This is an optimization exercise on Yosys and OpenROAD, whose aim is small area, not a production implementation.
At most, simulation tests tie the RTL to the original design; equivalence was not proved.
Function not checked in run 7: the RTL went through the layout flow alone.
Power and IR drop assume default switching activity.

==> design.v <==
`default_nettype none
`timescale 1ns/1ns
module alu (
    input wire clk,
    input wire rst,
    input wire enable,
    input wire [7:0] operation,
    input wire [7:0] op1,
    input wire [7:0] op2,
	input wire cpu_carry,
    output wire [7:0] result_l,
    output wire [7:0] result_h,
    output wire carry,
    output wire zero,
    output wire sign
);
	reg [7:0] res_h;
	reg [7:0] res_l;
	reg ca;
	reg ze;
	reg si;
	assign carry = ca;
	assign zero = ze;
	assign sign = si;
	assign result_l = res_l;
	assign result_h = res_h;
	wire [7:0] op = operation;
	wire [7:0] a = op1;
	wire [7:0] b = op2;
	wire c = cpu_carry;
    wire [7:0] npp [0:7];
    genvar gi;
    generate for (gi = 0; gi < 8; gi = gi + 1) begin : g_pp
        assign npp[gi] = ~(op1 & {8{op2[gi]}});
    end endgenerate
    wire mhs0, mhc0;
    alu_nha u_mha0 (.a(npp[0][6]), .b(npp[1][5]), .s(mhs0), .co(mhc0));
    wire mfs0, mfc0;
    alu_fa u_mfa0 (.a(npp[0][7]), .b(npp[1][6]), .c(npp[2][5]), .s(mfs0), .co(mfc0));
    wire mhs1, mhc1;
    alu_nha u_mha1 (.a(npp[3][4]), .b(npp[4][3]), .s(mhs1), .co(mhc1));
    wire mfs1, mfc1;
    alu_fa u_mfa1 (.a(npp[1][7]), .b(npp[2][6]), .c(npp[3][5]), .s(mfs1), .co(mfc1));
    wire mhs2, mhc2;
    alu_nha u_mha2 (.a(npp[4][4]), .b(npp[5][3]), .s(mhs2), .co(mhc2));
    wire mfs2, mfc2;
    alu_fa u_mfa2 (.a(npp[2][7]), .b(npp[3][6]), .c(npp[4][5]), .s(mfs2), .co(mfc2));
    wire mhs3, mhc3;
    alu_nha u_mha3 (.a(npp[0][4]), .b(npp[1][3]), .s(mhs3), .co(mhc3));
    wire mfs3, mfc3;
    alu_fa u_mfa3 (.a(npp[0][5]), .b(npp[1][4]), .c(npp[2][3]), .s(mfs3), .co(mfc3));
    wire mhs4, mhc4;
    alu_nha u_mha4 (.a(npp[3][2]), .b(npp[4][1]), .s(mhs4), .co(mhc4));
    wire mfs4, mfc4;
    alu_fa u_mfa4 (.a(npp[2][4]), .b(npp[3][3]), .c(npp[4][2]), .s(mfs4), .co(mfc4));
    wire mfs5, mfc5;
    alu_fa u_mfa5 (.a(npp[5][1]), .b(npp[6][0]), .c(mhs0), .s(mfs5), .co(mfc5));
    wire mfs6, mfc6;
    alu_fa u_mfa6 (.a(npp[5][2]), .b(npp[6][1]), .c(npp[7][0]), .s(mfs6), .co(mfc6));
    wire mfs7, mfc7;
    alu_fa u_mfa7 (.a(mhc0), .b(mfs0), .c(mhs1), .s(mfs7), .co(mfc7));
    wire mfs8, mfc8;
    alu_fa u_mfa8 (.a(npp[6][2]), .b(npp[7][1]), .c(mfc0), .s(mfs8), .co(mfc8));
    wire mfs9, mfc9;
    alu_fa u_mfa9 (.a(mhc1), .b(mfs1), .c(mhs2), .s(mfs9), .co(mfc9));
    wire mfs10, mfc10;
    alu_fa u_mfa10 (.a(npp[5][4]), .b(npp[6][3]), .c(npp[7][2]), .s(mfs10), .co(mfc10));
    wire mfs11, mfc11;
    alu_fa u_mfa11 (.a(mfc1), .b(mhc2), .c(mfs2), .s(mfs11), .co(mfc11));
    wire mfs12, mfc12;
    alu_fa u_mfa12 (.a(npp[3][7]), .b(npp[4][6]), .c(npp[5][5]), .s(mfs12), .co(mfc12));
    wire mfs13, mfc13;
    alu_fa u_mfa13 (.a(npp[6][4]), .b(npp[7][3]), .c(mfc2), .s(mfs13), .co(mfc13));
    wire mfs14, mfc14;
    alu_fa u_mfa14 (.a(npp[4][7]), .b(npp[5][6]), .c(npp[6][5]), .s(mfs14), .co(mfc14));
    wire mhs5, mhc5;
    alu_nha u_mha5 (.a(npp[0][3]), .b(npp[1][2]), .s(mhs5), .co(mhc5));
    wire mfs15, mfc15;
    alu_fa u_mfa15 (.a(npp[2][2]), .b(npp[3][1]), .c(npp[4][0]), .s(mfs15), .co(mfc15));
    wire mfs16, mfc16;
    alu_fa u_mfa16 (.a(npp[5][0]), .b(mhc3), .c(mfs3), .s(mfs16), .co(mfc16));
    wire mfs17, mfc17;
    alu_fa u_mfa17 (.a(mfc3), .b(mhc4), .c(mfs4), .s(mfs17), .co(mfc17));
    wire mfs18, mfc18;
    alu_fa u_mfa18 (.a(mfc4), .b(mfc5), .c(mfs6), .s(mfs18), .co(mfc18));
    wire mfs19, mfc19;
    alu_fa u_mfa19 (.a(mfc6), .b(mfc7), .c(mfs8), .s(mfs19), .co(mfc19));
    wire mfs20, mfc20;
    alu_fa u_mfa20 (.a(mfc8), .b(mfc9), .c(mfs10), .s(mfs20), .co(mfc20));
    wire mfs21, mfc21;
    alu_fa u_mfa21 (.a(mfc10), .b(mfc11), .c(mfs12), .s(mfs21), .co(mfc21));
    wire mfs22, mfc22;
    alu_fa u_mfa22 (.a(npp[7][4]), .b(mfc12), .c(mfc13), .s(mfs22), .co(mfc22));
    wire mfs23, mfc23;
    alu_fa u_mfa23 (.a(npp[5][7]), .b(npp[6][6]), .c(npp[7][5]), .s(mfs23), .co(mfc23));
    wire mhs6, mhc6;
    alu_nha u_mha6 (.a(npp[0][2]), .b(npp[1][1]), .s(mhs6), .co(mhc6));
    wire mfs24, mfc24;
    alu_fa u_mfa24 (.a(npp[2][1]), .b(npp[3][0]), .c(mhs5), .s(mfs24), .co(mfc24));
    wire mfs25, mfc25;
    alu_fa u_mfa25 (.a(mhs3), .b(mhc5), .c(mfs15), .s(mfs25), .co(mfc25));
    wire mfs26, mfc26;
    alu_fa u_mfa26 (.a(mhs4), .b(mfc15), .c(mfs16), .s(mfs26), .co(mfc26));
    wire mfs27, mfc27;
    alu_fa u_mfa27 (.a(mfs5), .b(mfc16), .c(mfs17), .s(mfs27), .co(mfc27));
    wire mfs28, mfc28;
    alu_fa u_mfa28 (.a(mfs7), .b(mfc17), .c(mfs18), .s(mfs28), .co(mfc28));
    wire mfs29, mfc29;
    alu_fa u_mfa29 (.a(mfs9), .b(mfc18), .c(mfs19), .s(mfs29), .co(mfc29));
    wire mfs30, mfc30;
    alu_fa u_mfa30 (.a(mfs11), .b(mfc19), .c(mfs20), .s(mfs30), .co(mfc30));
    wire mfs31, mfc31;
    alu_fa u_mfa31 (.a(mfs13), .b(mfc20), .c(mfs21), .s(mfs31), .co(mfc31));
    wire mfs32, mfc32;
    alu_fa u_mfa32 (.a(mfs14), .b(mfc21), .c(mfs22), .s(mfs32), .co(mfc32));
    wire mfs33, mfc33;
    alu_fa u_mfa33 (.a(mfc14), .b(mfc22), .c(mfs23), .s(mfs33), .co(mfc33));
    wire mfs34, mfc34;
    alu_fa u_mfa34 (.a(npp[6][7]), .b(npp[7][6]), .c(mfc23), .s(mfs34), .co(mfc34));
    wire mhs7, mhc7;
    alu_nha u_mha7 (.a(npp[0][1]), .b(npp[1][0]), .s(mhs7), .co(mhc7));
    wire mfs35, mfc35;
    alu_fa u_mfa35 (.a(npp[2][0]), .b(mhs6), .c(mhc7), .s(mfs35), .co(mfc35));
    wire mfs36, mfc36;
    alu_fa u_mfa36 (.a(mhc6), .b(mfs24), .c(mfc35), .s(mfs36), .co(mfc36));
    wire mfs37, mfc37;
    alu_fa u_mfa37 (.a(mfc24), .b(mfs25), .c(mfc36), .s(mfs37), .co(mfc37));
    wire mfs38, mfc38;
    alu_fa u_mfa38 (.a(mfc25), .b(mfs26), .c(mfc37), .s(mfs38), .co(mfc38));
    wire mfs39, mfc39;
    alu_fa u_mfa39 (.a(mfc26), .b(mfs27), .c(mfc38), .s(mfs39), .co(mfc39));
    wire mfs40, mfc40;
    alu_fa u_mfa40 (.a(mfc27), .b(mfs28), .c(mfc39), .s(mfs40), .co(mfc40));
    wire mfs41, mfc41;
    alu_fa u_mfa41 (.a(mfc28), .b(mfs29), .c(mfc40), .s(mfs41), .co(mfc41));
    wire mfs42, mfc42;
    alu_fa u_mfa42 (.a(mfc29), .b(mfs30), .c(mfc41), .s(mfs42), .co(mfc42));
    wire mhs8, mhc8;
    alu_nha u_mha8 (.a(mfc30), .b(mfs31), .s(mhs8), .co(mhc8));
    wire mfs43, mfc43;
    alu_fa u_mfa43 (.a(mfc31), .b(mfs32), .c(mhc8), .s(mfs43), .co(mfc43));
    wire mfs44, mfc44;
    alu_fa u_mfa44 (.a(mfc32), .b(mfs33), .c(mfc43), .s(mfs44), .co(mfc44));
    wire mfs45, mfc45;
    alu_fa u_mfa45 (.a(mfc33), .b(mfs34), .c(mfc44), .s(mfs45), .co(mfc45));
    wire mfs46, mfc46;
    alu_fa u_mfa46 (.a(npp[7][7]), .b(mfc34), .c(mfc45), .s(mfs46), .co(mfc46));
    wire inc0 = ~mfc42 & ~mhs8;
    wire inc1 = inc0 & ~mfs43;
    wire inc2 = inc1 & ~mfs44;
    wire inc3 = inc2 & ~mfs45;
    wire inc4 = inc3 & ~mfs46;
    wire inc5 = inc4 & ~mfc46;
    wire [15:0] prod = {(~mfc46 ^ inc4), (~mfs46 ^ inc3), (~mfs45 ^ inc2), (~mfs44 ^ inc1), (~mfs43 ^ inc0), (~mhs8 ^ ~mfc42), ~mfs42, ~mfs41, ~mfs40, ~mfs39, ~mfs38, ~mfs37, ~mfs36, ~mfs35, ~mhs7, ~npp[0][0]};
	wire two    = op[7];
	wire is_add = two & (op[6:2] == 5'd2);
	wire is_sub = two & (op[6:2] == 5'd3);
	wire is_mul = two & (op[6:2] == 5'd4);
	wire is_and = two & (op[6:2] == 5'd5);
	wire is_or  = two & (op[6:2] == 5'd6);
	wire is_xor = two & (op[6:2] == 5'd7);
	wire is_setb = (op[7:3] == 5'b01100);
	wire is_clrb = (op[7:3] == 5'b01101);
	wire is_dec  = (op == 8'h01);
	wire is_inc  = (op == 8'h02);
	wire is_not  = (op == 8'h03);
	wire is_setc = (op == 8'h04);
	wire is_clrc = (op == 8'h05);
	wire is_rl   = (op == 8'h06);
	wire is_rr   = (op == 8'h07);
	wire is_rlc  = (op == 8'h08);
	wire is_rrc  = (op == 8'h09);
	wire is_swap = (op == 8'h0A);
	wire is_rot_l = is_rl | is_rlc;
	wire [7:0] y = two ? (b ^ {8{op[2]}}) : (is_rot_l ? a : {{7{is_dec}}, 1'b0});
	wire [8:0] cc;
	assign cc[0] = two ? (op[2] | c) : (is_rl ? a[7] : (is_rlc ? c : 1'b1));
	wire [7:0] s;
	genvar k;
	generate for (k = 0; k < 8; k = k + 1) begin : g_add
		alu_fa u_fa (.a(a[k]), .b(y[k]), .c(cc[k]), .s(s[k]), .co(cc[k+1]));
	end endgenerate
	wire [8:0] orp;
	assign orp[0] = 1'b0;
	generate for (k = 0; k < 8; k = k + 1) begin : g_orp
		assign orp[k+1] = orp[k] | s[k];
	end endgenerate
	wire diff = is_sub | is_dec;
	wire neg = (diff | is_not) & ~cc[8];
	wire [7:0] arith = s ^ ({8{neg}} & orp[7:0]);
	wire [7:0] mask = 8'd1 << op[2:0];
	wire [7:0] lg = ({8{is_and}} & a & b) | ({8{is_or}} & (a | b)) | ({8{is_xor}} & (a ^ b))
	              | ({8{is_setb}} & (a | mask)) | ({8{is_clrb}} & a & ~mask);
	wire [7:0] rot = ({8{is_rr}} & {a[0], a[7:1]}) | ({8{is_rrc}} & {c, a[7:1]})
	               | ({8{is_swap}} & {a[3:0], a[7:4]});
	wire arith_op = is_add | diff | is_inc | is_not | is_rot_l;
	wire [7:0] lr = lg | rot;
	wire [7:0] vnm = ({8{arith_op}} & arith) | lr;
	wire [7:0] val = vnm | ({8{is_mul}} & prod[7:0]);
	wire wl = arith_op | is_mul | is_and | is_or | is_xor | is_setb | is_clrb
	        | is_rr | is_rrc | is_swap;
	wire az = (a == 8'd0);
	wire bz = (b == 8'd0);
	wire lr_z = is_and | is_or | is_xor | is_clrb | is_rr | is_rrc | is_swap;
	wire zset = (lr_z & (lr == 8'd0)) | ((arith_op & ~is_add) & ~orp[8]) | (is_mul & (az | bz));
	wire ca_set = ((is_add | is_inc) & cc[8]) | is_setc;
	always @(posedge clk or posedge rst) begin
		if (rst) begin
			res_h <= 0;
			res_l <= 0;
			ca <= 0;
			ze <= 0;
			si <= 0;
		end else if (enable) begin
			res_h <= {8{is_mul}} & prod[15:8];
			if (wl) res_l <= val;
			if (zset) ze <= 1'b1;
			if (diff & ~cc[8]) si <= 1'b1;
			if (is_clrc) ca <= 1'b0;
			else if (is_rlc) ca <= cc[8];
			else if (is_rrc) ca <= a[0];
			else if (ca_set) ca <= 1'b1;
		end
	end
endmodule
module alu_fa (
	input wire a,
	input wire b,
	input wire c,
	output wire s,
	output wire co
);
	assign s = a ^ b ^ c;
	assign co = (a & b) | (a & c) | (b & c);
endmodule
module alu_nha (
	input wire a,
	input wire b,
	output wire s,
	output wire co
);
	assign s = ~(a ^ b);
	assign co = a | b;
endmodule
==> flow/run.sh <==
#!/bin/bash
# Own layout flow: the standard ORFS flow (standard.sh) with two changes.
#  1. Synthesis is synth_recipe.tcl on a copy of ORFS's synth.tcl that maps the
#     design's alu_fa full adders straight to the fa_1 cell, skips extract_fa,
#     and maps the rest with an area-oriented ABC script (area.abc).
#     Registers, flattening and renaming are as in the standard synthesis.
#  2. Ports are buffered with buf_1 (BUFFER_PORTS_ARGS) instead of the
#     default pick; every input and output port still gets its buffer.
# Each tool's output goes to a log in this folder (ORFS keeps per-step logs
# under orfs/logs).
set -euo pipefail
W=$(pwd)
F=$W/flow
python3 "$F/patch_synth.py" "$FLOW_HOME/scripts/synth.tcl" "$W/cust_core.tcl" \
    "$F/cellmap.v" "$F/area.abc" > "$W/patch_synth.log" 2>&1
sed "s#source \$::env(SCRIPTS_DIR)/synth.tcl#source {$W/cust_core.tcl}#" \
    "$W/synth_recipe.tcl" > "$W/cust_synth.tcl"
grep -q cust_core "$W/cust_synth.tcl"
bash "$W/standard.sh" "SYNTH_SCRIPT=$W/cust_synth.tcl" \
    "BUFFER_PORTS_ARGS=-buffer_cell sky130_fd_sc_hd__buf_1" finish \
    > "$W/standard.log" 2>&1
==> flow/area.abc <==
strash
dc2
dch -f
map -a
strash
dch -f
map -a
topo
==> flow/cellmap.v <==
(* techmap_celltype = "alu_fa" *)
module _map_alu_fa (input a, input b, input c, output s, output co);
  sky130_fd_sc_hd__fa_1 _TECHMAP_REPLACE_ (.A(a), .B(b), .CIN(c), .SUM(s), .COUT(co));
endmodule
==> flow/patch_synth.py <==
#!/usr/bin/env python3
"""Write a copy of ORFS's synth.tcl with three changes:
 - instances of the design's alu_fa module become the library's fa_1 cell
   (techmap with cellmap.v) before the design is flattened;
 - extract_fa is skipped (the adders are already cells);
 - the final ABC mapping uses the area-oriented script area.abc.
usage: patch_synth.py synth.tcl out.tcl cellmap.v area.abc"""
import sys
src_path, out_path, cellmap, abc = sys.argv[1:5]
src = open(src_path).read()

def sub(old, new):
    global src
    if src.count(old) != 1:
        sys.exit(f"patch_synth: expected one {old!r} in {src_path}")
    src = src.replace(old, new)

a = 'hierarchy -check -top $::env(DESIGN_NAME)\n'
sub(a, a + f'techmap -map {{{cellmap}}}\n')
sub('  extract_fa {*}[dont_use_extract_fa_args]\n', '')
b = '  log_cmd abc {*}$abc_args\n'
sub(b, f'  set abc_args [lreplace $abc_args 1 1 {{{abc}}}]\n' + b)
open(out_path, 'w').write(src)
print("patched", src_path, "->", out_path)
==> standard.sh <==
#!/bin/bash
# synth_recipe.tcl (not shown) runs the flow's synth.tcl, then flattens the netlist and writes it again
# the make line also repeats each setting of config.mk as NAME=value (left out here)
make -C /OpenROAD-flow-scripts/flow DESIGN_CONFIG=/design/flow/config.mk WORK_HOME=/design/flow/orfs CLKGATE_MAP_FILE= SYNTH_SCRIPT=/design/flow/synth_recipe.tcl "${@:-finish}"
==> config.mk <==
export PLATFORM = sky130hd
export DESIGN_NAME = alu
export DESIGN_NICKNAME = alu
export VERILOG_FILES = /design/flow/design.v
export SDC_FILE = /design/flow/constraint.sdc
export NUM_CORES = 4
export LEC_CHECK = 0
export CAP_MARGIN = 0
export CORE_MARGIN = 2
export CORE_UTILIZATION = 40
export CTS_BUF_LIST = sky130_fd_sc_hd__clkbuf_8
export GPL_TIMING_DRIVEN = 0
export SLEW_MARGIN = 0
==> constraint.sdc <==
create_clock -name core_clock -period 7.0 [get_ports {clk}]
set_input_delay 1.4000 -clock core_clock [delete_from_list [all_inputs] [get_ports {clk}]]
set_output_delay 1.4000 -clock core_clock [all_outputs]
set_load 0.01 [all_outputs]
==> summary.md, run 1 <==
| Metric | Value |
|---|---|
| Status | no timing/DRC/antenna violations |
| Placed insts | 587 |
| Port Buffers | 46 |
| Nets | 573 |
| Most frequent cells in the layout | nand2_1, fa_1, nor2_1, clkinv_1, a21oi_1 |
| First-pass GRT wire length | 17.93 mm |
| FF-to-FF path depth | 2 |
| Root buf cell | clkbuf_8 |
| Skew final | 0 ns |
| Synth top area share | 33.36% |
| Register area share after synthesis | 14.40% |
| Post-route minimum period | 6.626 ns |
| Routed Antenna Nets | 0 |
| Clk sinks | 19 |
| Total power | 581.5 uW |
| Post-synthesis cell count | 436 |
| Core Util, Final | 46.41% |
| Final Hold Vio Count | 0 |
| Drt total wl | 10.83 mm |
| Net Count, Synth | 519 |
| Slew Limit Fails | 0 |
| Worst slew pin tran | 1.213 ns |
| CP endpoint kind | register |
| Die width | 94.84 um |
| GRT met1 Usage | 38.13% |
| Reg clk slew, reported paths | 0.07 ns |
| Via/cell ratio | 5.842 |
| Final period util | 94.65% |
| Core ar. | 8093 um2 |
| Area Growth Syn to Fin | 13.80% |
| Fin cells | 594 |
| Most used routing layer | met2 |
| Synthesis warning total | 1 |
| Vias | 3470 |
| Reg-to-Reg Start | res_l[7] |
| Fin Setup TNS | 0 ns |
| Kind of critical path | input port to register |
| # IOs | 47 |
| Commonest non-fill, non-tap cell in the layout | nand2_1 |
| Grt total ovfl | 0 |
| Setup crit end | res_h[7] |
| Global-route track usage on met3 | 4.150% |
| Clock Tree Buf Depth | 2 |
| Drc violations | 0 |
| Initial Utilization | 40.79% |
| Synthesized cell area | 3301 um2 |
| Power density over the cells | 154.8 nW/um2 |
| Post-place instance area | 3605 um2 |
| Worst reg2reg path endpoint | res_l[7] |
| Post-DP HPWL | 8.453 mm |
| CTS Hold Buffers Added | 0 |
| Die area | 8995 um2 |
| Share of layout cells above drive strength 1 | 8.180% |
| Slew headroom | 18.75% |
| Antenna cells | 0 |
| Worst skew pair latency | 0.28 ns |
| Yosys cell types | 34 |
| Detailed-route wire length per cell | 18.23 um |
| #FFs+latches synth | 19 |
| Number of global-route vias before repair | 3341 |
| # Max-Cap Violations | 0 |
| Crit start category | input port |
| Routability cong. | 0.9642 |
| # setup viols final | 0 |
| Critical Path Start | op1[2] |
| Hold Crit Class | register to register |
| Leakage | 0.001308 uW |
| Critical Path Fanout Max | 19 |
| Synth area leader | fa_1 |
| Worst R2R Setup Slack | 6.25 ns |
| Row count | 33 |
| Worst endpoint data arrival time | 6.77 ns |
| CTS tree | yes |
| Mean Syn Cell Area | 7.570 um2 |
| Min-Delay Startpoint | res_h[7] |
| 1st-pass router iterations | 6 |
| Worst VDD drop | 0.00007250 V |
| Die H | 94.84 um |
| Antenna violations before repair | 0 |
| Top post-synthesis cells by area | fa_1, dfrtp_1, nand2_1 |
| Drt first-iter violations | 300 |
| Total GRT Usage | 26.06% |
| Global Route met2 Usage | 40.78% |
| TritonCTS Buffers | 3 |
| Final instance area | 3756 um2 |
| Critical path required time | 7.15 ns |
| Largest net degree at the start of global routing | 20 |
| Peak Freq | 150.9 MHz |
| CTS H-tree depth | 1 |
-- synthesized netlist by cell type (all sizes together) --
| master | number |
|---|---|
| a221oi | 1 |
| a21oi | 34 |
| o21ai | 30 |
| nor3 | 8 |
| a41oi | 2 |
| clkinv | 55 |
| dfrtp | 19 |
| o22a | 1 |
| o211ai | 3 |
| xnor2 | 2 |
| a32oi | 2 |
| a22o | 1 |
| nand3 | 13 |
| xor2 | 1 |
| a31oi | 9 |
| o21a | 2 |
| o2111ai | 4 |
| a2bb2oi | 2 |
| and2 | 1 |
| nor4 | 4 |
| a32o | 4 |
| nand4 | 5 |
| o221ai | 2 |
| o21bai | 1 |
| a211oi | 1 |
| fa | 55 |
| nand2 | 96 |
| a2111oi | 1 |
| or2 | 1 |
| o311ai | 1 |
| a31o | 1 |
| a22oi | 7 |
| o22ai | 9 |
| nor2 | 58 |
-- sequential cells by signal, summed over array words and instances (netlist names) --
register,flops
si,1
res_h,8
ze,1
res_l,8
ca,1
-- per-layer routing --
layer	routed length (um)	up-vias
met1	4901	1672
met2	4957	166
li1	-	1608
met3	791	24
met5	0	-
met4	181	0
-- worst min-delay path by stage --
| stage | end | cells past startpoint |
|---|---|---|
| 2_1_floorplan | si | 1 |
| 3_3_place_gp | si | 1 |
| 3_5_place_dp | si | 1 |
| 4_1_cts | si | 1 |
| 5_1_grt | si | 1 |
| 6_report | res_h[7] | 2 |
-- report_power, final --
part	total (uW)	switching [uW]	internal (uW)
Combinational	356	213	143
Sequential	141	10.3	131
Clock	84.1	44.3	39.8
-- worst max-delay path: stages --
cell and delay (ns):
clkbuf_4 0.28, nand2_1 0.21, fa_1 0.60, fa_1 0.44, fa_1 0.42, fa_1 0.40, fa_1 0.39, fa_1 0.39
fa_1 0.39, fa_1 0.41, nor3_2 0.19, clkinv_1 0.11, or2_2 0.32, nor2_1 0.11, clkinv_1 0.09, nor2_1 0.11
clkinv_1 0.12, nor2_2 0.12, xor2_1 0.19, o21ai_0 0.09
-- area by class of cell --
type	count	area, um2
Clock buffer	3	41.29
Clock inverter	1	5.005
Fill cell	867	4337
Inverter	55	226.5
Multi-Input combinational cell	362	2650
Sequential cell	19	475.5
Tap cell	105	131.4
Timing Repair Buffer	49	226.5
-- kinds of logic after synthesis --
group / after synthesis / share of synthesized area (%)
fa+ha+maj: 55 / 33.36
buf+inv: 55 / 6.255
xor+xnor: 3 / 0.7962
simple gates: 186 / 22.82
flops: 19 / 14.40
compound gates: 118 / 22.37
-- timing repair --
action                     4_1_cts  5_1_grt
resized for setup                9       37
setup endpoints to repair       12       11
setup buffers                    0        3
-- per-stage QoR --
step           hold slack, ns  setup WS (ns)
6_report               0.4913         0.3745
5_1_grt                0.5077      -0.004047
4_1_cts                0.4920        0.01113
3_5_place_dp           0.4705        -0.7858
3_3_place_gp           0.4537        -0.7635
2_1_floorplan          0.5117         0.5673
==> run 2, diff against run 1 <==
--- a/config.mk
+++ b/config.mk
@@ -9,3 +9,3 @@
 export CORE_MARGIN = 2
-export CORE_UTILIZATION = 40
+export CORE_UTILIZATION = 60
 export CTS_BUF_LIST = sky130_fd_sc_hd__clkbuf_8
==> run 2 against run 1 <==
  * Sequential power about the same
  * Final area down 1.8%
  * Maximum frequency down 1.7%
  * First-iteration DRC count up 70%
  * Via count increased by 3.5%
  * Synthesized area stayed put
  * Non-clock buffer count rose by 1
  * Utilization up 22 points
  * Register-to-register slack got worse by 0.02 ns
  * Synthesized cell count unchanged
  * Die area decreased by 32%
==> summary.md, run 2 <==
| Metric | Value |
|---|---|
| Status | no timing/DRC/antenna violations |
| Nets | 574 |
| Root buf cell | clkbuf_8 |
| Post-route minimum period | 6.741 ns |
| Detailed-route wire length per cell | 17.94 um |
| Post-synth EDFFs | 0 |
| TritonCTS Buffers | 3 |
| Post-DP HPWL | 7.965 mm |
| Hold Crit Class | register to register |
| Total GRT Usage | 34.44% |
| Worst endpoint data arrival time | 6.88 ns |
| Min-Delay Startpoint | ze |
| Die H | 78.17 um |
| Reg clk slew, reported paths | 0.07 ns |
| Synth top area share | 33.36% |
| Final Hold Vio Count | 0 |
| Grt total ovfl | 0 |
| Synthesis warning total | 1 |
| Final period util | 96.30% |
| Routability cong. | 1.010 |
| # setup viols final | 0 |
| Critical Path Start | op2[0] |
| Yosys cell types | 34 |
| Peak Freq | 148.3 MHz |
| Via/cell ratio | 6.390 |
| Post-synthesis cell count | 436 |
| Worst VDD drop | 0.0001020 V |
| Synthesized cell area | 3301 um2 |
| Worst slew pin tran | 1.185 ns |
| Drc violations | 0 |
| Leakage | 0.001296 uW |
| Core ar. | 5405 um2 |
| Power density over the cells | 160.0 nW/um2 |
| # IOs | 47 |
| 1st-pass router iterations | 6 |
| Biggest regs | res_h: 8 flops, res_l: 8 flops |
| Die area | 6111 um2 |
| Net Count, Synth | 519 |
| CTS Hold Buffers Added | 0 |
| Most frequent cells in the layout | nand2_1, nor2_1, fa_1, clkinv_1 |
| RSZ-0062 raised after global routing | no |
| Slew headroom | 20.63% |
| CTS tree | yes |
| Share of layout cells above drive strength 1 | 6.531% |
| Drt total wl | 10.08 mm |
| Commonest cells post-synth | nand2_1, nor2_1, clkinv_1, fa_1, a21oi_1 |
| Row count | 27 |
| Kind of critical path | input port to register |
| Count leader, synth | nand2_1 |
| FF-to-FF path depth | 2 |
| Ys flop type | dfrtp_1 |
| Worst skew pair latency | 0.26 ns |
| #FFs+latches synth | 19 |
| Critical path required time | 7.14 ns |
| Reg-to-Reg Start | res_l[1] |
| Routed Antenna Nets | 0 |
| Number of global-route vias before repair | 3366 |
| # Max-Cap Violations | 0 |
| Antenna violations before repair | 0 |
| Mean Syn Cell Area | 7.570 um2 |
| Slew Limit Fails | 0 |
| Worst hold margin | 0.4756 ns |
| Largest net degree at the start of global routing | 20 |
| Port Buffers | 46 |
| Area Growth Syn to Fin | 11.75% |
| Hold path cells | 1 |
| Total power | 590.0 uW |
| First-pass GRT wire length | 16.48 mm |
| Antenna cells | 0 |
| Register area share after synthesis | 14.40% |
| Commonest non-fill, non-tap cell in the layout | nand2_1 |
| Critical Path Fanout Max | 12 |
| CP endpoint kind | register |
| Clock Tree Buf Depth | 2 |
| Clk sinks | 19 |
| Drt first-iter violations | 509 |
| Top post-synthesis cells by area | fa_1, dfrtp_1, nand2_1 |
| Post-synth ARST share | 100.0% |
| Vias | 3591 |
| Die width | 78.17 um |
| Initial Utilization | 61.06% |
| Crit start category | input port |
| Synth area leader | fa_1 |
| Skew final | 0 ns |
| CTS H-tree depth | 1 |
-- run 2: layout make-up --
type / count / area (um2)
Clock inverter: 1 / 3.754
Sequential cell: 19 / 475.5
Timing Repair Buffer: 50 / 225.2
Tap cell: 72 / 90.09
Multi-Input combinational cell: 362 / 2628
Inverter: 55 / 225.2
Clock buffer: 3 / 41.29
Fill cell: 488 / 1717
-- run 2: what timing repair did --
item / CTS / global route
gates resized for setup: 7 / 21
setup endpoints to repair: 3 / 11
buffers inserted: 0 / 4
-- run 2: path summary, 6_finish.rpt --
path                             to  slack, ns
hold reg to reg                  ze       0.48
min in group asynchronous  res_l[6]       1.13
setup / recovery           res_h[7]       0.26
max in group asynchronous  res_l[7]       5.54
hold / removal                   ze       0.48
setup reg to reg           res_l[1]       6.23
-- run 2: cells by family after synthesis --
family | Yosys count | share of synthesized area, %
xor gates and xnor gates | 3 | 0.7962
and+or+nand+nor | 186 | 22.82
buffers and inverters | 55 | 6.255
AOI/OAI and AO/OA | 118 | 22.37
DFF | 19 | 14.40
adders and majority gates | 55 | 33.36
-- run 2: power breakdown --
part           switching, uW  leakage [uW]  internal (uW)
clock                   37.4     0.0000269           39.0
sequential              10.6      0.000242            131
combinational            223       0.00103            149
-- run 2: layer usage --
layer | wire, um | track usage, %
met3 | 1228 | 5.402
met2 | 4467 | 53.36
met1 | 4069 | 50.50
met5 | 0 | 0
met4 | 315 | 10.00
-- run 2: worst max-delay path, cell delays in order --
cell	delay [ns]
buf_2	0.24
clkinv_1	0.21
o21ai_1	0.20
nand2_1	0.09
fa_1	0.48
fa_1	0.45
fa_1	0.40
fa_1	0.39
fa_1	0.38
fa_1	0.38
fa_1	0.39
fa_1	0.39
nor3_1	0.21
clkinv_1	0.12
or2_2	0.31
nor2_1	0.10
clkinv_1	0.10
nor2_1	0.11
clkinv_1	0.11
nor2_1	0.17
xor2_1	0.16
o21ai_0	0.09
-- run 2: stage by stage --
| step | std cells | cell area, um2 | utilization, % | setup TNS [ns] | worst slack, ns |
|---|---|---|---|---|---|
| 6_report | 562 | 3689 | 68.24 | 0 | 0.2591 |
| 4_1_cts | 558 | 3622 | 67.01 | 0 | 0.002622 |
| 2_1_floorplan | 436 | 3301 | - | 0 | 0.5673 |
| 5_1_grt | 562 | 3689 | 68.24 | 0 | 0.003626 |
| 3_5_place_dp | 554 | 3563 | 65.93 | -3.930 | -0.6460 |
| 3_3_place_gp | 554 | 3563 | 65.93 | -3.250 | -0.5761 |
==> run 3, diff against run 2 <==
--- a/config.mk
+++ b/config.mk
@@ -9,3 +9,3 @@
 export CORE_MARGIN = 2
-export CORE_UTILIZATION = 60
+export CORE_UTILIZATION = 75
 export CTS_BUF_LIST = sky130_fd_sc_hd__clkbuf_8
==> run 3 against run 2 <==
  * Sequential power barely moved
  * First-iteration DRC count rose by 23%
  * Register-to-register slack got worse by 0.04 ns
  * Largest power group unchanged
  * Highest routed layer unchanged
  * Count of clock-buffer cells in the layout did not move
  * Die area fell by 19%
  * Still clean on timing, DRC and antenna
  * Clock power fell by 2%
==> summary.md, run 3 <==
| Metric | Value |
|---|---|
| Status | no timing/DRC/antenna violations |
| Grt total ovfl | 0 |
| # IOs | 47 |
| #FFs+latches synth | 19 |
| Slew Limit Fails | 0 |
| Post-route minimum period | 6.855 ns |
| Slowest cell on the critical path | fa_1 |
| Commonest non-fill, non-tap cell in the layout | nand2_1 |
| Post-DP HPWL | 7.790 mm |
| Critical Path Start | op1[0] |
| Biggest regs | res_h: 8 flops, res_l: 8 flops |
| Via/cell ratio | 7.031 |
| Worst slew pin tran | 1.203 ns |
| # Max-Cap Violations | 0 |
| CTS H-tree depth | 1 |
| Crit start category | input port |
| Core ar. | 4294 um2 |
| Clk sinks | 19 |
| Area Growth Syn to Fin | 11.33% |
| Die width | 70.34 um |
| Antenna cells | 0 |
| Initial Utilization | 76.86% |
| 1st-pass router iterations | 14 |
| Root buf cell | clkbuf_8 |
| Leakage | 0.001303 uW |
| Synthesized cell area | 3301 um2 |
| Register area share after synthesis | 14.40% |
| Number of global-route vias before repair | 3671 |
| Fillers | 269 |
| Final instance area | 3675 um2 |
| Nets | 573 |
| Worst R2R Setup Slack | 6.19 ns |
| Yosys cell types | 34 |
| Post-synth ARST share | 100.0% |
| Share of layout cells above drive strength 1 | 7.157% |
| Worst VDD drop | 0.0001264 V |
| CTS tree | yes |
| Post-synth EDFFs | 0 |
| Clock Tree Buf Depth | 2 |
| Crit-path cells | buf_2 > clkinvlp_4 > nor2_2 > nand2_1 > fa_1 > fa_1 > fa_1 > fa_1 > fa_1 > fa_1 > fa_1 > fa_1 > nor3_2 > clkinv_1 > or2_2 > nor2_1 > clkinv_1 > nor2_1 > clkinv_1 > nor2_2 > nor2_1 > a22o_2 |
| Ys flop type | dfrtp_1 |
| Peak Freq | 145.9 MHz |
| Critical Path Fanout Max | 11 |
| Commonest cells post-synth | nand2_1, nor2_1, clkinv_1, fa_1, a21oi_1 |
| Kind of critical path | input port to register |
| Post-synthesis cell count | 436 |
| Routed Antenna Nets | 0 |
| CP endpoint kind | register |
| Drt total wl | 10.39 mm |
| Drt first-iter violations | 628 |
| Setup crit end | res_h[6] |
| Hold Crit Class | register to register |
| Row count | 24 |
| Worst endpoint data arrival time | 7.00 ns |
| Largest net degree at the start of global routing | 20 |
| Detailed-route wire length per cell | 19.20 um |
| Net Count, Synth | 519 |
| Final period util | 97.92% |
| Most frequent cells in the layout | nand2_1, fa_1, nor2_1, clkinv_1 |
| # setup viols final | 0 |
| Routability cong. | 1.124 |
| Synthesis warning total | 1 |
| Total GRT Usage | 43.41% |
| Slew headroom | 19.42% |
| Final Hold Vio Count | 0 |
| Critical Path Max Stage Delay | 0.41 ns |
| Worst skew pair latency | 0.25 ns |
| Count leader, synth | nand2_1 |
| First-pass GRT wire length | 16.81 mm |
| Port Buffers | 46 |
| FF-to-FF path depth | 2 |
| Mean Syn Cell Area | 7.570 um2 |
| Reg clk slew, reported paths | 0.07 ns |
| TritonCTS Buffers | 3 |
| Power density over the cells | 167.5 nW/um2 |
| Top post-synthesis cells by area | fa_1, dfrtp_1, nand2_1 |
| Antenna violations before repair | 0 |
| Vias | 3804 |
| Critical path required time | 7.15 ns |
| Drc violations | 0 |
| Synth area leader | fa_1 |
| Post-place instance area | 3538 um2 |
| Core Util, Final | 85.58% |
| Worst reg2reg path endpoint | res_l[1] |
| Skew final | 0 ns |
| Die area | 4948 um2 |
| Synth top area share | 33.36% |
| Crit path top cell by count | fa_1 |
| Die H | 70.34 um |
| Reg-to-Reg Start | res_l[1] |
==> run 3: area by class of cell <==
type	count	area (um2)	area share, %
Multi-Input combinational cell	362	2641	71.88
Inverter	55	227.7	6.197
Timing Repair Buffer	49	220.2	5.993
Tap cell	52	65.06	1.771
Sequential cell	19	475.5	12.94
Clock buffer	3	41.29	1.124
Clock inverter	1	3.754	0.1021
==> run 3: metal layers <==
| metal | vias to the layer above | share of wire, % | global-route usage, % |
|---|---|---|---|
| met1 | 1671 | 35 | 57.37 |
| met2 | 403 | 44 | 67.82 |
| met3 | 122 | 14 | 9.235 |
| li1 | 1608 | - | - |
| met5 | - | 0 | 0 |
| met4 | 0 | 7.0 | 22.01 |
==> run 3: worst min-delay path by stage <==
stage | slack [ns] | end | depth (start not counted) | start
after floorplan | 0.51 | si | 1 | si
after global placement | 0.45 | si | 1 | si
after detailed placement | 0.46 | si | 1 | si
after CTS | 0.48 | si | 1 | si
after global routing | 0.49 | si | 1 | si
final | 0.48 | si | 1 | si
==> run 3: critical path: cells and delay by family <==
kind / cells / cell delay [ns]
buffers and inverters: 5 / 0.89
AND/OR/NAND/NOR: 8 / 1.36
AO/OA/AOI/OAI: 1 / 0.20
adder cells (fa/ha/maj): 8 / 3.16
==> run 3: logic make-up (layout without fill, tap and decap cells) <==
logic type / after synthesis / in the layout / share of synthesized area (%)
buffers and inverters: 55 / 108 / 6.255
adder cells (fa/ha/maj): 55 / 55 / 33.36
flip-flops: 19 / 19 / 14.40
XOR/XNOR: 3 / 3 / 0.7962
AO/OA/AOI/OAI: 118 / 118 / 22.37
AND/OR/NAND/NOR: 186 / 186 / 22.82
==> run 3: metrics by stage <==
step / hold slack [ns] / instances / setup TNS [ns] / power (uW) / setup WS (ns)
final: 0.4773 / 541 / 0 / 615.4 / 0.1453
after global routing: 0.4917 / 541 / -0.1631 / 660.8 / -0.09708
after CTS: 0.4786 / 538 / 0 / 595.9 / 0.03829
after detailed placement: 0.4624 / 534 / -3.671 / 518.2 / -0.6176
after global placement: 0.4525 / 534 / -2.397 / 490.5 / -0.4609
after floorplan: 0.5117 / 436 / 0 / 388.1 / 0.5673
==> run 3: where the power goes <==
part,internal (uW),switching (uW)
Clock,39.0,35.9
Combinational,156,243
Sequential,131,10.3
==> run 3: what timing repair did <==
action	CTS	global route
setup buffers	0	3
resized for setup	11	25
endpoints found under the setup margin	4	11
hold buffers	0	0
==> run 4, diff against run 3 <==
--- a/flow/run.sh
+++ b/flow/run.sh
@@ -4,3 +4,3 @@
 #     design's alu_fa full adders straight to the fa_1 cell, skips extract_fa,
-#     and maps the rest with an area-oriented ABC script (area.abc).
+#     and maps the rest with an area-oriented ABC script (area.abc: deepsyn, then area mapping).
 #     Registers, flattening and renaming are as in the standard synthesis.
==> flow/area.abc (replaced) <==
strash
&get -n
&deepsyn -T 120
&put
dch -f
map -a
topo
--- a/config.mk
+++ b/config.mk
@@ -9,3 +9,3 @@
 export CORE_MARGIN = 2
-export CORE_UTILIZATION = 75
+export CORE_UTILIZATION = 52
 export CTS_BUF_LIST = sky130_fd_sc_hd__clkbuf_8
==> run 4 against run 3 <==
  * Still clean
  * Non-clock buffer count fell by 1
  * Sequential cell count did not move
  * Count of clock-buffer cells in the layout did not move
  * Final area fell by 1.3%
  * Critical path depth rose by 5
  * Register-to-register slack improved by 0.06 ns
  * Maximum frequency rose by 2.1%
  * Routed wire length fell by 3.4%
  * Power fell by 3.2%
  * Worst hold slack improved by 0.00051 ns
  * Clock skew did not move
  * Critical endpoint is now res_l[2]
  * Largest cell class unchanged
==> summary.md, run 4 <==
| Metric | Value |
|---|---|
| Status | no timing/DRC/antenna violations |
| Critical Path Start | operation[0] |
| Worst slew pin tran | 0.9149 ns |
| Vias | 3401 |
| Initial Utilization | 54.34% |
| Most frequent cells in the layout | nand2_1, clkinv_1, fa_1, nor2_1, buf_1 |
| Crit path top cell by count | fa_1 |
| Die width | 83.13 um |
| Commonest cells post-synth | nand2_1, clkinv_1, fa_1, nor2_1, o21ai_0 |
| Synthesis warning total | 1 |
| Post-route minimum period | 6.715 ns |
| Nets | 564 |
| Slew headroom | 37.43% |
| Fin cells | 555 |
| Core ar. | 5991 um2 |
| Hold Crit Class | register to register |
| # IOs | 47 |
| # Max-Cap Violations | 0 |
| Mean Syn Cell Area | 7.607 um2 |
| Cell family with most CP delay | adder cells |
| Antenna cells | 0 |
| Critical path required time | 7.17 ns |
| Die H | 83.13 um |
| Final Hold Vio Count | 0 |
| Biggest regs | res_h: 8 flops, res_l: 8 flops |
| Power density over the cells | 164.2 nW/um2 |
| Synthesized cell area | 3256 um2 |
| Synth Area in Adders | 33.82% |
| Net Count, Synth | 511 |
| Xor-xnor portion of the synthesized cell area | 0.2690% |
| Crit start category | input port |
| Number of global-route vias before repair | 3343 |
| Yosys cell types | 29 |
| Main combinational cell family by area after synthesis | adder cells |
| CTS tree | yes |
| Port Buffers | 46 |
| Routed Antenna Nets | 0 |
| Skew final | 0 ns |
| First-pass GRT wire length | 16.56 mm |
| Ys flop type | dfrtp_1 |
| Area Growth Syn to Fin | 11.45% |
| Slowest cell on the critical path | fa_1 |
| TritonCTS Buffers | 3 |
| Leakage | 0.001232 uW |
| Post-place instance area | 3522 um2 |
| Total GRT Usage | 29.80% |
| Detailed-route wire length per cell | 18.08 um |
| Slew Limit Fails | 0 |
| Kind of critical path | input port to register |
| Compound-Gate Fraction of Synth Area | 19.95% |
| Synth area leader | fa_1 |
| Drt first-iter violations | 258 |
| Root buf cell | clkbuf_8 |
| Antenna violations before repair | 0 |
| Drt total wl | 10.03 mm |
| CTS H-tree depth | 1 |
| 1st-pass router iterations | 5 |
| Synth top area share | 33.82% |
| #FFs+latches synth | 19 |
| Placed insts | 549 |
| Post-synth EDFFs | 0 |
| CP endpoint kind | register |
| Simple-Gate Fraction of Synth Area | 24.44% |
| Critical Path Fanout Max | 8 |
| Total power | 595.8 uW |
| Post-synthesis cell count | 428 |
| Via/cell ratio | 6.128 |
| Top post-synthesis cells by area | fa_1, dfrtp_1, nand2_1 |
| RSZ-0062 raised after global routing | no |
| Final period util | 95.92% |
| Post-DP HPWL | 8.042 mm |
| Grt total ovfl | 0 |
| Min-Delay Startpoint | ze |
| Clk sinks | 19 |
| Clock Tree Buf Depth | 2 |
| Final instance area | 3628 um2 |
| Mux cell area share after synthesis | 0% |
| Row count | 28 |
| Register area share after synthesis | 14.60% |
| Peak Freq | 148.9 MHz |
| Worst path bufs/invs | 6 |
| Die area | 6910 um2 |
| Post-synth ARST share | 100.0% |
| Final WS setup | 0.2853 ns |
| Worst skew pair latency | 0.25 ns |
| Reg-to-Reg Start | res_l[3] |
| Worst endpoint data arrival time | 6.89 ns |
| Drc violations | 0 |
| Commonest non-fill, non-tap cell in the layout | nand2_1 |
| Fin Setup TNS | 0 ns |
| # setup viols final | 0 |
| Largest net degree at the start of global routing | 20 |
| Fillers | 604 |
| Critical Path Max Stage Delay | 0.44 ns |
| Share of layout cells above drive strength 1 | 5.625% |
| Count leader, synth | nand2_1 |
| DP Worst Slack | -0.6792 ns |
| Routability cong. | 0.9568 |
| Worst VDD drop | 0.0001505 V |
| Reg clk slew, reported paths | 0.07 ns |
## run 4: cell families (layout without fill, tap and decap cells)
kind of cell	after synthesis	after routing
flops	19	19
fa+ha+maj	55	55
buf+inv	60	112
xor+xnor	1	1
simple gates	194	194
compound gates	99	99
## run 4: final timing paths
check	depth (start not counted)	slack [ns]	end
setup reg to reg	2	6.25	res_l[3]
max in group asynchronous	2	5.56	res_h[7]
hold / removal	1	0.48	ze
min in group asynchronous	2	1.12	res_h[6]
hold reg to reg	1	0.48	ze
setup / recovery	27	0.29	res_l[2]
## run 4: layer usage
| layer | vias up | wire length (um) | global-route usage (%) |
|---|---|---|---|
| li1 | 1580 | - | - |
| met1 | 1616 | 4477 | 42.65 |
| met2 | 195 | 4608 | 47.51 |
| met3 | 10 | 864 | 5.666 |
| met4 | 0 | 84 | 6.408 |
| met5 | - | 0 | 0 |
## run 4: timing repair
item                                    CTS  global route
hold buffers                              0             0
buffers inserted                          1             0
resized for setup                         6            18
cloned                                    0             0
endpoints found under the setup margin   10            11
## run 4: stage by stage
stage | utilization, % | hold slack [ns]
6_report | 60.57 | 0.4778
3_5_place_dp | 58.79 | 0.4647
4_1_cts | 59.82 | 0.4849
2_1_floorplan | - | 0.5134
5_1_grt | 60.57 | 0.4886
3_3_place_gp | 58.79 | 0.4570
## run 4: power by group
| part | internal [uW] | switching, uW | total (uW) |
|---|---|---|---|
| Sequential | 128 | 8.50 | 136 |
| Combinational | 149 | 234 | 383 |
| Clock | 39.5 | 37.5 | 77.0 |
## run 4: layout make-up
cell class	count	area, um2	area share (%)
clock buffers	3	41.29	1.138
clock inverters	1	5.005	0.1379
inverters	60	232.7	6.414
multi-input cells	349	2576	71.00
flip-flops and latches	19	475.5	13.10
well taps	75	93.84	2.586
repair buffers	48	203.9	5.621
==> run 5, diff against run 4 <==
--- a/config.mk
+++ b/config.mk
@@ -9,3 +9,3 @@
 export CORE_MARGIN = 2
-export CORE_UTILIZATION = 52
+export CORE_UTILIZATION = 66
 export CTS_BUF_LIST = sky130_fd_sc_hd__clkbuf_8
==> run 5 against run 4 <==
  * Critical endpoint unchanged
  * Worst hold slack improved by 0.0087 ns
  * Final cell count fell by 0.90%
  * Die area fell by 20%
  * Non-clock buffer count rose by 3
  * Sequential cell count did not move
  * Via count rose by 6.2%
  * Critical path depth did not move
  * Critical path type unchanged
==> summary.md, run 5 <==
| Metric | Value |
|---|---|
| Number of global-route vias before repair | 3441 |
| Commonest non-fill, non-tap cell in the layout | nand2_1 |
| Register area share after synthesis | 14.60% |
| Yosys cell types | 29 |
| Drc violations | 0 |
| Total power | 591.9 uW |
| Clock power share | 12.7% |
| Grt total ovfl | 0 |
| Largest net degree at the start of global routing | 20 |
| Worst VDD drop | 0.0001095 V |
| Worst reg2reg path endpoint | res_l[3] |
| CP endpoint kind | register |
| Hold path cells | 1 |
| Ys flop type | dfrtp_1 |
| Clk sinks | 19 |
| Port Buffers | 46 |
| Post-synthesis cell count | 428 |
| Die area | 5511 um2 |
| Antenna violations before repair | 0 |
| Fillers | 385 |
| Root buf cell | clkbuf_8 |
| Post-synth EDFFs | 0 |
| Biggest regs | res_h: 8 flops, res_l: 8 flops |
| Final Hold Vio Count | 0 |
| Commonest cells post-synth | nand2_1, clkinv_1, fa_1, nor2_1, o21ai_0 |
| # IOs | 47 |
| 1st-pass router iterations | 5 |
| Detailed-route wire length per cell | 18.22 um |
| WHS Endpoint | ze |
| Net Sw Frac | 46.92% |
| Top post-synthesis cells by area | fa_1, dfrtp_1, nand2_1 |
| Status | no timing/DRC/antenna violations |
| CTS Hold Buffers Added | 0 |
| Leakage | 0.001245 uW |
| Critical path required time | 7.17 ns |
| Combinational share of power | 64.3% |
| Net Count, Synth | 511 |
| Die H | 74.24 um |
| Crit start category | input port |
| Die width | 74.24 um |
| Initial Utilization | 68.47% |
| Count leader, synth | nand2_1 |
| Nets | 567 |
| Slew headroom | 16.80% |
| #FFs+latches synth | 19 |
| CTS H-tree depth | 1 |
| Skew final | 0 ns |
| Critical Path Fanout Max | 8 |
| Row count | 25 |
| Worst R2R Setup Slack | 6.18 ns |
| Via/cell ratio | 6.565 |
| Kind of critical path | input port to register |
| Worst endpoint data arrival time | 6.92 ns |
| Core ar. | 4755 um2 |
| Final WS setup | 0.2513 ns |
| Routed Antenna Nets | 0 |
| Synthesis warning total | 1 |
| Worst skew pair latency | 0.26 ns |
| Post-synth ARST share | 100.0% |
| First-pass GRT wire length | 16.25 mm |
| Slew Limit Fails | 0 |
| Antenna cells | 0 |
| CTS tree | yes |
| Net Sw Power | 277.7 uW |
| Final period util | 96.41% |
| Mean Syn Cell Area | 7.607 um2 |
| Hold Crit Class | register to register |
| Min-Delay Startpoint | ze |
| Area Growth Syn to Fin | 11.76% |
| Worst slew pin tran | 1.235 ns |
| Drt total wl | 10.02 mm |
| Drt first-iter violations | 487 |
| Reg clk slew, reported paths | 0.07 ns |
| DP Worst Slack | -0.6444 ns |
| Synth top area share | 33.82% |
| TritonCTS Buffers | 3 |
| Post-route minimum period | 6.749 ns |
| Synthesized cell area | 3256 um2 |
| Critical Path Start | operation[0] |
| Sequential power share | 23.1% |
| Int Pwr | 314.2 uW |
| Power density over the cells | 162.7 nW/um2 |
| Share of layout cells above drive strength 1 | 6.211% |
| Fin Setup TNS | 0 ns |
| FF-to-FF path depth | 2 |
| Total GRT Usage | 38.86% |
| # Max-Cap Violations | 0 |
| # setup viols final | 0 |
| Peak Freq | 148.2 MHz |
| Routability cong. | 0.9908 |
| Synth area leader | fa_1 |
| Vias | 3611 |
| Post-DP HPWL | 7.849 mm |
| Reg-to-Reg Start | res_l[3] |
| Clock Tree Buf Depth | 2 |
| Most frequent cells in the layout | nand2_1, clkinv_1, fa_1, nor2_1, buf_1 |
-- run 5: cell types whose count changed in the layout (fill, tap and decap cells not counted), sizes merged --
cell	previous run	this run
buf	42	43
clkbuf	9	11
-- run 5: power by group through the flow --
stage | combinational (uW) | sequential, uW | clock [uW]
floorplan | 237 | 147 | 0
global placement | 350 | 138 | 0
detailed placement | 370 | 139 | 0
CTS | 370 | 137 | 75.1
global route | 426 | 139 | 81.4
finish | 381 | 136 | 74.9
-- run 5: cell families after synthesis --
group / count (synthesis) / synth area share, %
compound gates: 99 / 19.95
flops: 19 / 14.60
fa+ha+maj: 55 / 33.82
xor+xnor: 1 / 0.2691
buf+inv: 60 / 6.918
simple gates: 194 / 24.44
-- run 5: layer usage --
| layer | GRT usage [%] | routed length, um | vias up |
|---|---|---|---|
| met3 | 5.420 | 1231 | 53 |
| li1 | - | - | 1585 |
| met1 | 54.45 | 3768 | 1679 |
| met2 | 62.90 | 4659 | 294 |
| met5 | 0 | 0 | - |
| met4 | 13.29 | 360 | 0 |
-- run 5: area by class of cell --
class / count / area (um2) / area share, %
clock buffer: 3 / 41.29 / 1.135
timing repair buffer: 51 / 226.5 / 6.224
clock inverter: 1 / 5.005 / 0.1376
inverter: 60 / 232.7 / 6.396
tap: 67 / 83.83 / 2.304
multi-input combinational: 349 / 2574 / 70.74
sequential: 19 / 475.5 / 13.07
-- run 5: how the worst max path moves through the flow --
stage,endpoint,slack [ns],cells after the start
after CTS,res_h[7],0.01,21
after global placement,res_l[7],-0.57,24
after floorplan,res_l[3],0.62,22
after global routing,res_l[2],-0.07,27
final,res_l[2],0.25,27
after detailed placement,res_l[7],-0.64,24
-- run 5: repair_timing --
action,in CTS,in global routing
setup endpoints to repair,10,12
pin swaps,0,2
resized for setup,4,19
setup buffers,1,4
hold endpoints to repair,0,0
-- run 5: worst max-delay path, stage by stage --
cell and delay (ns):
buf_1 0.11, clkinv_1 0.16, nor2_1 0.20, nor2_2 0.08
clkinv_1 0.07, nor2_2 0.04, o21ai_0 0.26, o21ai_2 0.15
clkinv_1 0.09, nor2_1 0.06, clkinv_1 0.14, o21ai_0 0.13
fa_1 0.42, fa_1 0.42, fa_1 0.40, fa_1 0.39
fa_1 0.38, fa_1 0.39, fa_1 0.41, fa_1 0.38
clkinv_1 0.07, nand2_2 0.13, a21oi_1 0.25, nand2_1 0.09
a21oi_1 0.15, nor2_1 0.08, o211ai_1 0.08
-- run 5: through the flow --
stage | std cells | instance area [um2] | util (%) | hold WS, ns
2_1_floorplan | 428 | 3256 | - | 0.5134
3_3_place_gp | 541 | 3512 | 73.87 | 0.4576
3_5_place_dp | 541 | 3512 | 73.87 | 0.4724
4_1_cts | 546 | 3570 | 75.08 | 0.4895
5_1_grt | 550 | 3638 | 76.53 | 0.5068
6_report | 550 | 3638 | 76.53 | 0.4865
==> run 6, diff against run 5 <==
--- a/config.mk
+++ b/config.mk
@@ -9,3 +9,3 @@
 export CORE_MARGIN = 2
-export CORE_UTILIZATION = 66
+export CORE_UTILIZATION = 60
 export CTS_BUF_LIST = sky130_fd_sc_hd__clkbuf_8
==> run 6 against run 5 <==
  * Setup slack improved by 0.030 ns
  * Utilization decreased by 6.6 points
  * Via count decreased by 2.0%
  * First-iteration DRC count decreased by 6.0%
  * Critical path depth unchanged
  * Largest power group unchanged
  * Clock skew unchanged
  * Still clean
  * Die area increased by 9.4%
==> summary.md, run 6 <==
| Metric | Value |
|---|---|
| Biggest regs | res_h: 8 flops, res_l: 8 flops |
| Nets | 563 |
| Via/cell ratio | 6.446 |
| Number of global-route vias before repair | 3411 |
| Detailed-route wire length per cell | 18.46 um |
| Most frequent cells in the layout | nand2_1, clkinv_1, fa_1, nor2_1, buf_1 |
| # IOs | 47 |
| First-pass GRT wire length | 16.82 mm |
| Total power | 594.2 uW |
| Largest net degree at the start of global routing | 20 |
| Status | no timing/DRC/antenna violations |
| Final Hold Vio Count | 0 |
| Leakage | 0.001232 uW |
| Mean Syn Cell Area | 7.607 um2 |
| Worst skew pair latency | 0.26 ns |
| FF-to-FF path depth | 2 |
| Initial Utilization | 62.94% |
| CP endpoint kind | register |
| Slew Limit Fails | 0 |
| Commonest cells post-synth | nand2_1, clkinv_1, fa_1, nor2_1, o21ai_0 |
| Yosys cell types | 29 |
| Post-synth ARST share | 100.0% |
| Register area share after synthesis | 14.60% |
| CTS H-tree depth | 1 |
| Vias | 3539 |
| # setup viols final | 0 |
| Die H | 77.66 um |
| CTS Hold Buffers Added | 0 |
| Die width | 77.66 um |
| Grt total ovfl | 0 |
| Drt first-iter violations | 458 |
| Crit start category | input port |
| Drc violations | 0 |
| Top post-synthesis cells by area | fa_1, dfrtp_1, nand2_1 |
| Critical Path Start | operation[0] |
| Critical Path Fanout Max | 8 |
| Placed insts | 544 |
| # Max-Cap Violations | 0 |
| Port Buffers | 46 |
| Final period util | 95.99% |
| Area Growth Syn to Fin | 11.03% |
| Synth area leader | fa_1 |
| Count leader, synth | nand2_1 |
| #FFs+latches synth | 19 |
| Post-synthesis cell count | 428 |
| Worst VDD drop | 0.0001536 V |
| Synthesis warning total | 1 |
| Post-DP HPWL | 8.026 mm |
| TritonCTS Buffers | 3 |
| Crit path depth | 27 |
| Skew final | 0 ns |
| Post-route minimum period | 6.719 ns |
| Critical Path Max Stage Delay | 0.45 ns |
| Net Count, Synth | 511 |
| Hold Crit Class | register to register |
| Critical path required time | 7.18 ns |
| Share of layout cells above drive strength 1 | 5.846% |
| Row count | 26 |
| Crit path top cell by count | fa_1 |
| Ys flop type | dfrtp_1 |
| Total GRT Usage | 35.54% |
| Reg clk slew, reported paths | 0.07 ns |
| 1st-pass router iterations | 6 |
| Die area | 6031 um2 |
| Fin cells | 549 |
| Clk sinks | 19 |
| Worst R2R Setup Slack | 6.17 ns |
| Core ar. | 5172 um2 |
| Worst path bufs/invs | 6 |
| Kind of critical path | input port to register |
| Worst endpoint data arrival time | 6.89 ns |
| Synth top area share | 33.82% |
| Power density over the cells | 164.4 nW/um2 |
| Routed Antenna Nets | 0 |
| Cell family with most CP delay | adder cells |
| Synthesized cell area | 3256 um2 |
| Worst reg2reg path endpoint | res_l[3] |
| Antenna cells | 0 |
| Commonest non-fill, non-tap cell in the layout | nand2_1 |
| Root buf cell | clkbuf_8 |
| Drt total wl | 10.13 mm |
| Reg-to-Reg Start | res_l[3] |
| Worst slew pin tran | 1.264 ns |
| Peak Freq | 148.8 MHz |
| Setup crit end | res_l[2] |
| Routability cong. | 0.9859 |
| Post-synth EDFFs | 0 |
| Slowest cell on the critical path | fa_1 |
| Clock Tree Buf Depth | 2 |
| Slew headroom | 14.87% |
| CTS tree | yes |
| Antenna violations before repair | 0 |
==> run 6: changes by cell type in the layout (fill, tap and decap cells not counted) <==
cell        change
clkinv_1        -1
buf_2           -1
inv_2           +2
a21oi_1         -1
a21oi_2         +1
buf_4           -4
clkbuf_4        +1
clkinvlp_4      -1
==> run 6: worst min-delay path by stage <==
stage,startpoint,to,cells after the start
floorplan,ze,ze,1
global placement,ze,ze,1
detailed placement,ze,ze,1
CTS,ze,ze,1
global route,ze,ze,1
finish,ze,ze,1
==> run 6: logic make-up (layout without fill, tap and decap cells) <==
logic type / after synthesis / in the layout / synth area share, %
simple gates: 194 / 194 / 24.44
xor+xnor: 1 / 1 / 0.2691
compound gates: 99 / 99 / 19.95
buf+inv: 60 / 111 / 6.918
flops: 19 / 19 / 14.60
fa+ha+maj: 55 / 55 / 33.82
==> run 6: final cells by class <==
type / instances / area, um2
multi-input cells: 349 / 2577
clock buffers: 3 / 41.29
well taps: 70 / 87.58
repair buffers: 47 / 198.9
fillers: 446 / 1558
clock inverters: 1 / 5.005
flip-flops and latches: 19 / 475.5
inverters: 60 / 229.0
==> run 6: metrics by stage <==
stage	setup slack [ns]	util [%]	hold WS (ns)	setup TNS, ns	area (um2)
global route	-0.04529	69.88	0.5232	-0.1143	3615
detailed placement	-0.6635	67.97	0.4687	-5.517	3516
floorplan	0.6191	-	0.5134	0	3256
global placement	-0.5884	67.97	0.4564	-4.579	3516
CTS	0.008183	69.09	0.4874	0	3573
finish	0.2810	69.88	0.4798	0	3615
==> run 6: power breakdown <==
group          switching, uW  internal [uW]
registers               8.99            128
clock network           37.6           39.6
logic                    234            147
total                    280            314
==> run 6: worst register-to-register path: stages (launching register included) <==
cell	delay [ns]
dfrtp_1	0.40
a21oi_1	0.13
o221ai_1	0.13
==> run 6: timing repair <==
item,in CTS,in global routing
buffers inserted,1,0
resized for setup,3,23
endpoints found under the setup margin,11,12
gates cloned,0,0
==> run 6: metal layers <==
metal / vias to the layer above / global-route usage, % / wire (um)
li1: 1581 / - / -
met1: 1654 / 52.24 / 3951
met2: 266 / 56.72 / 4702
met3: 38 / 4.070 / 1163
met4: 0 / 8.393 / 316
met5: - / 0 / 0
==> run 7, diff against run 6 <==
--- a/design.v
+++ b/design.v
@@ -219,3 +219,3 @@
 			if (is_clrc) ca <= 1'b0;
-			else if (is_rlc) ca <= cc[8];
+			else if (is_rlc) ca <= a[7];
 			else if (is_rrc) ca <= a[0];
==> run 7 against run 6 <==
  * Critical path type unchanged
  * Die area decreased by 0.84%
  * Sequential share of layout area decreased by 0.18 points
  * Clock skew unchanged
  * Largest cell class unchanged
  * Still clean
  * Final cell count decreased by 0.36%
==> summary.md, run 7 <==
| Metric | Value |
|---|---|
| Register area share after synthesis | 14.73% |
| Initial Utilization | 62.78% |
| Total GRT Usage | 35.44% |
| Top post-synthesis cells by area | fa_1, dfrtp_1, nand2_1 |
| Antenna violations before repair | 0 |
| Synth top area share | 34.12% |
| Peak Freq | 147.1 MHz |
| Critical path required time | 7.14 ns |
| Power density over the cells | 168.5 nW/um2 |
| Reg-to-Reg Start | res_l[0] |
| Nets | 561 |
| FF/Latch Area | 475.5 um2 |
| Final period util | 97.12% |
| Post-synth EDFFs | 0 |
| Core ar. | 5140 um2 |
| DP Worst Slack | -1.311 ns |
| Routability cong. | 1.020 |
| Antenna cells | 0 |
| Core Util, Final | 71.30% |
| CTS H-tree depth | 1 |
| Hold path cells | 2 |
| Critical Path Max Stage Delay | 0.41 ns |
| Worst VDD drop | 0.0001283 V |
| Share of layout cells above drive strength 1 | 8.386% |
| Slew Limit Fails | 0 |
| Worst reg2reg path endpoint | res_l[0] |
| Root buf cell | clkbuf_8 |
| Slew headroom | 27.26% |
| Worst endpoint data arrival time | 6.94 ns |
| Worst skew pair latency | 0.26 ns |
| Mean Syn Cell Area | 7.683 um2 |
| Post-synth ARST share | 100.0% |
| Area Growth Syn to Fin | 13.57% |
| Fillers | 433 |
| # IOs | 47 |
| Reg clk slew, reported paths | 0.07 ns |
| Net Sw Frac | 47.60% |
| Final Hold Vio Count | 0 |
| Drc violations | 0 |
| Vias | 3593 |
| Yosys cell types | 30 |
| Crit-path cells | clkbuf_2 > nor2_2 > clkinv_1 > nor3_2 > o21ai_2 > buf_4 > nor2_4 > o221ai_1 > fa_1 > fa_1 > fa_1 > fa_1 > fa_1 > fa_1 > fa_1 > fa_2 > nor3_2 > o21ai_4 > clkinv_1 > o21ai_0 > nand3_1 > o21ai_0 > nor3_1 > o22ai_1 |
| Crit path top cell by count | fa_1 |
| Clock power share | 12.4% |
| Worst R2R Setup Slack | 6.25 ns |
| Die width | 77.34 um |
| Hold Crit Class | register to register |
| Biggest regs | res_h: 8 flops, res_l: 8 flops |
| Slowest cell on the critical path | fa_1 |
| Critical Path Fanout Max | 10 |
| Die area | 5981 um2 |
| Final instance area | 3665 um2 |
| Synthesis warning total | 1 |
| Net Count, Synth | 503 |
| Drt first-iter violations | 341 |
| Int Pwr | 323.6 uW |
| Ys flop type | dfrtp_1 |
| Multi-input gate area | 2606 um2 |
| Fin cells | 547 |
| Post-route minimum period | 6.798 ns |
| First-pass GRT wire length | 16.55 mm |
| Detailed-route wire length per cell | 18.37 um |
| Combinational share of power | 64.9% |
| 1st-pass router iterations | 5 |
| Final WS setup | 0.2015 ns |
| Placed insts | 536 |
| Post-place instance area | 3487 um2 |
| Sequential power share | 22.7% |
| Worst slew pin tran | 1.064 ns |
| CTS tree | yes |
| Synth area leader | fa_1 |
| Row count | 26 |
| Most frequent cells in the layout | nand2_1, fa_1, clkinv_1, buf_1, nor2_1 |
| Total power | 617.5 uW |
| TritonCTS Buffers | 3 |
| RSZ-0062 raised after global routing | no |
| Drt total wl | 10.05 mm |
| # Max-Cap Violations | 0 |
| # setup viols final | 0 |
| Leakage | 0.001276 uW |
| Largest net degree at the start of global routing | 20 |
| Number of global-route vias before repair | 3406 |
| Net Sw Power | 293.9 uW |
| FF-to-FF path depth | 2 |
| Clk sinks | 19 |
| Port Buffers | 46 |
| #FFs+latches synth | 19 |
| Die H | 77.34 um |
| Setup crit end | res_l[7] |
| Critical Path Start | operation[5] |
| Crit start category | input port |
| Post-synthesis cell count | 420 |
| Via/cell ratio | 6.569 |
| Grt total ovfl | 0 |
| Count leader, synth | nand2_1 |
| Post-DP HPWL | 7.820 mm |
| Routed Antenna Nets | 0 |
| Clock Tree Buf Depth | 2 |
| Synthesized cell area | 3227 um2 |
| CP endpoint kind | register |
| Skew final | 0 ns |
| Kind of critical path | input port to register |
| Commonest cells post-synth | nand2_1, fa_1, clkinv_1, nor2_1, o21ai_0 |
| Commonest non-fill, non-tap cell in the layout | nand2_1 |
| Status | no timing/DRC/antenna violations |
[run 7: worst max-delay path, delay by kind of cell]
family	cells	cell delay (ns)
adder cells (fa/ha/maj)	8	3.18
AND/OR/NAND/NOR	6	1.08
AO/OA/AOI/OAI	6	0.69
buffers and inverters	4	0.61
[run 7: power groups by stage]
stage | Combinational [uW] | Sequential [uW] | Clock, uW
global placement | 374 | 141 | 0
CTS | 390 | 140 | 76.0
global route | 453 | 143 | 80.7
detailed placement | 387 | 142 | 0
floorplan | 247 | 151 | 0
finish | 401 | 140 | 76.7
[run 7: final cells by class]
type	count	area share, %
Multi-Input combinational cell	348	71.12
Sequential cell	19	12.97
Timing Repair Buffer	53	6.453
Inverter	53	5.804
Tap cell	70	2.390
Clock buffer	3	1.127
Clock inverter	1	0.1366
[run 7: stage by stage]
stage               hold WS, ns  TNS, ns
detailed placement       0.4720   -8.915
finish                   0.4855        0
global placement         0.4557   -8.547
floorplan                0.5117        0
CTS                      0.4892        0
global route             0.5148        0
[run 7: cell families (layout without fill, tap and decap cells)]
kind of cell / Yosys count / after routing / share of synthesized area, %
flops: 19 / 19 / 14.73
simple gates: 189 / 189 / 24.54
xor+xnor: 1 / 1 / 0.2715
fa+ha+maj: 55 / 55 / 34.12
compound gates: 103 / 103 / 20.16
buf+inv: 53 / 110 / 6.165
[run 7: what timing repair did]
item | CTS | global route
setup endpoints to repair | 11 | 10
buffers inserted | 2 | 5
pin swaps | 1 | 5
hold buffers | 0 | 0
gates resized for setup | 10 | 23
[run 7: worst min-delay path by stage]
| stage | startpoint | endpoint | slack [ns] |
|---|---|---|---|
| 2_1_floorplan | si | si | 0.51 |
| 3_3_place_gp | si | si | 0.46 |
| 3_5_place_dp | res_h[7] | res_h[7] | 0.47 |
| 4_1_cts | res_h[7] | res_h[7] | 0.49 |
| 5_1_grt | ze | ze | 0.51 |
| 6_report | res_h[7] | res_h[7] | 0.49 |
[run 7: layer usage]
metal | share of wire, % | vias to the layer above | track usage [%]
met5 | 0 | - | 0
met4 | 3.4 | 0 | 14.11
met3 | 12 | 39 | 4.535
met2 | 44 | 296 | 54.17
met1 | 41 | 1675 | 51.80
li1 | - | 1583 | -

-- what the ideal ports hide --
The results above use ideal ports. As a check the final layouts listed here were re-extracted and re-timed, cells and wires unchanged.
Step 1 assumes that a clkbuf_16 drives the clock port and a buf_2 every other input.
Step 2 moves the port delays by t, midway between the first and last clock arrival at a register: inputs arrive t later, outputs are due t later. That takes back most of the time a late clock gives input paths.
Slacks: no drivers / after step 1 / after step 2; pairs: no drivers / after step 1.
| run | t (ns) | slack for setup (ns) | worst setup path at the end | clock arrival spread, ns | slew at the worst register clock pin (ns) |
|---|---|---|---|---|---|
| run 1 | 0.300 | 0.374 / 0.371 / 0.071 | input to register | 0.016 / 0.017 | 0.09 / 0.09 |
| run 2 | 0.283 | 0.259 / 0.262 / -0.022 | input to register | 0.006 / 0.007 | 0.07 / 0.07 |
| run 3 | 0.279 | 0.145 / 0.148 / -0.131 | input to register | 0.002 / 0.002 | 0.07 / 0.07 |
| run 4 | 0.280 | 0.285 / 0.291 / 0.011 | input to register | 0.002 / 0.002 | 0.07 / 0.07 |
| run 5 | 0.280 | 0.251 / 0.254 / -0.025 | input to register | 0.001 / 0.001 | 0.07 / 0.07 |
| run 6 | 0.283 | 0.281 / 0.285 / 0.002 | input to register | 0.004 / 0.003 | 0.07 / 0.07 |
| run 7 | 0.284 | 0.202 / 0.207 / -0.077 | input to register | 0.003 / 0.002 | 0.07 / 0.07 |
With both steps, setup timing fails in run 2, run 3, run 5 and run 7, where it was met with ideal ports. For run 1, which loses most, drivers alone change the setup slack by -0.003 ns; drivers and shift together by -0.303 ns.
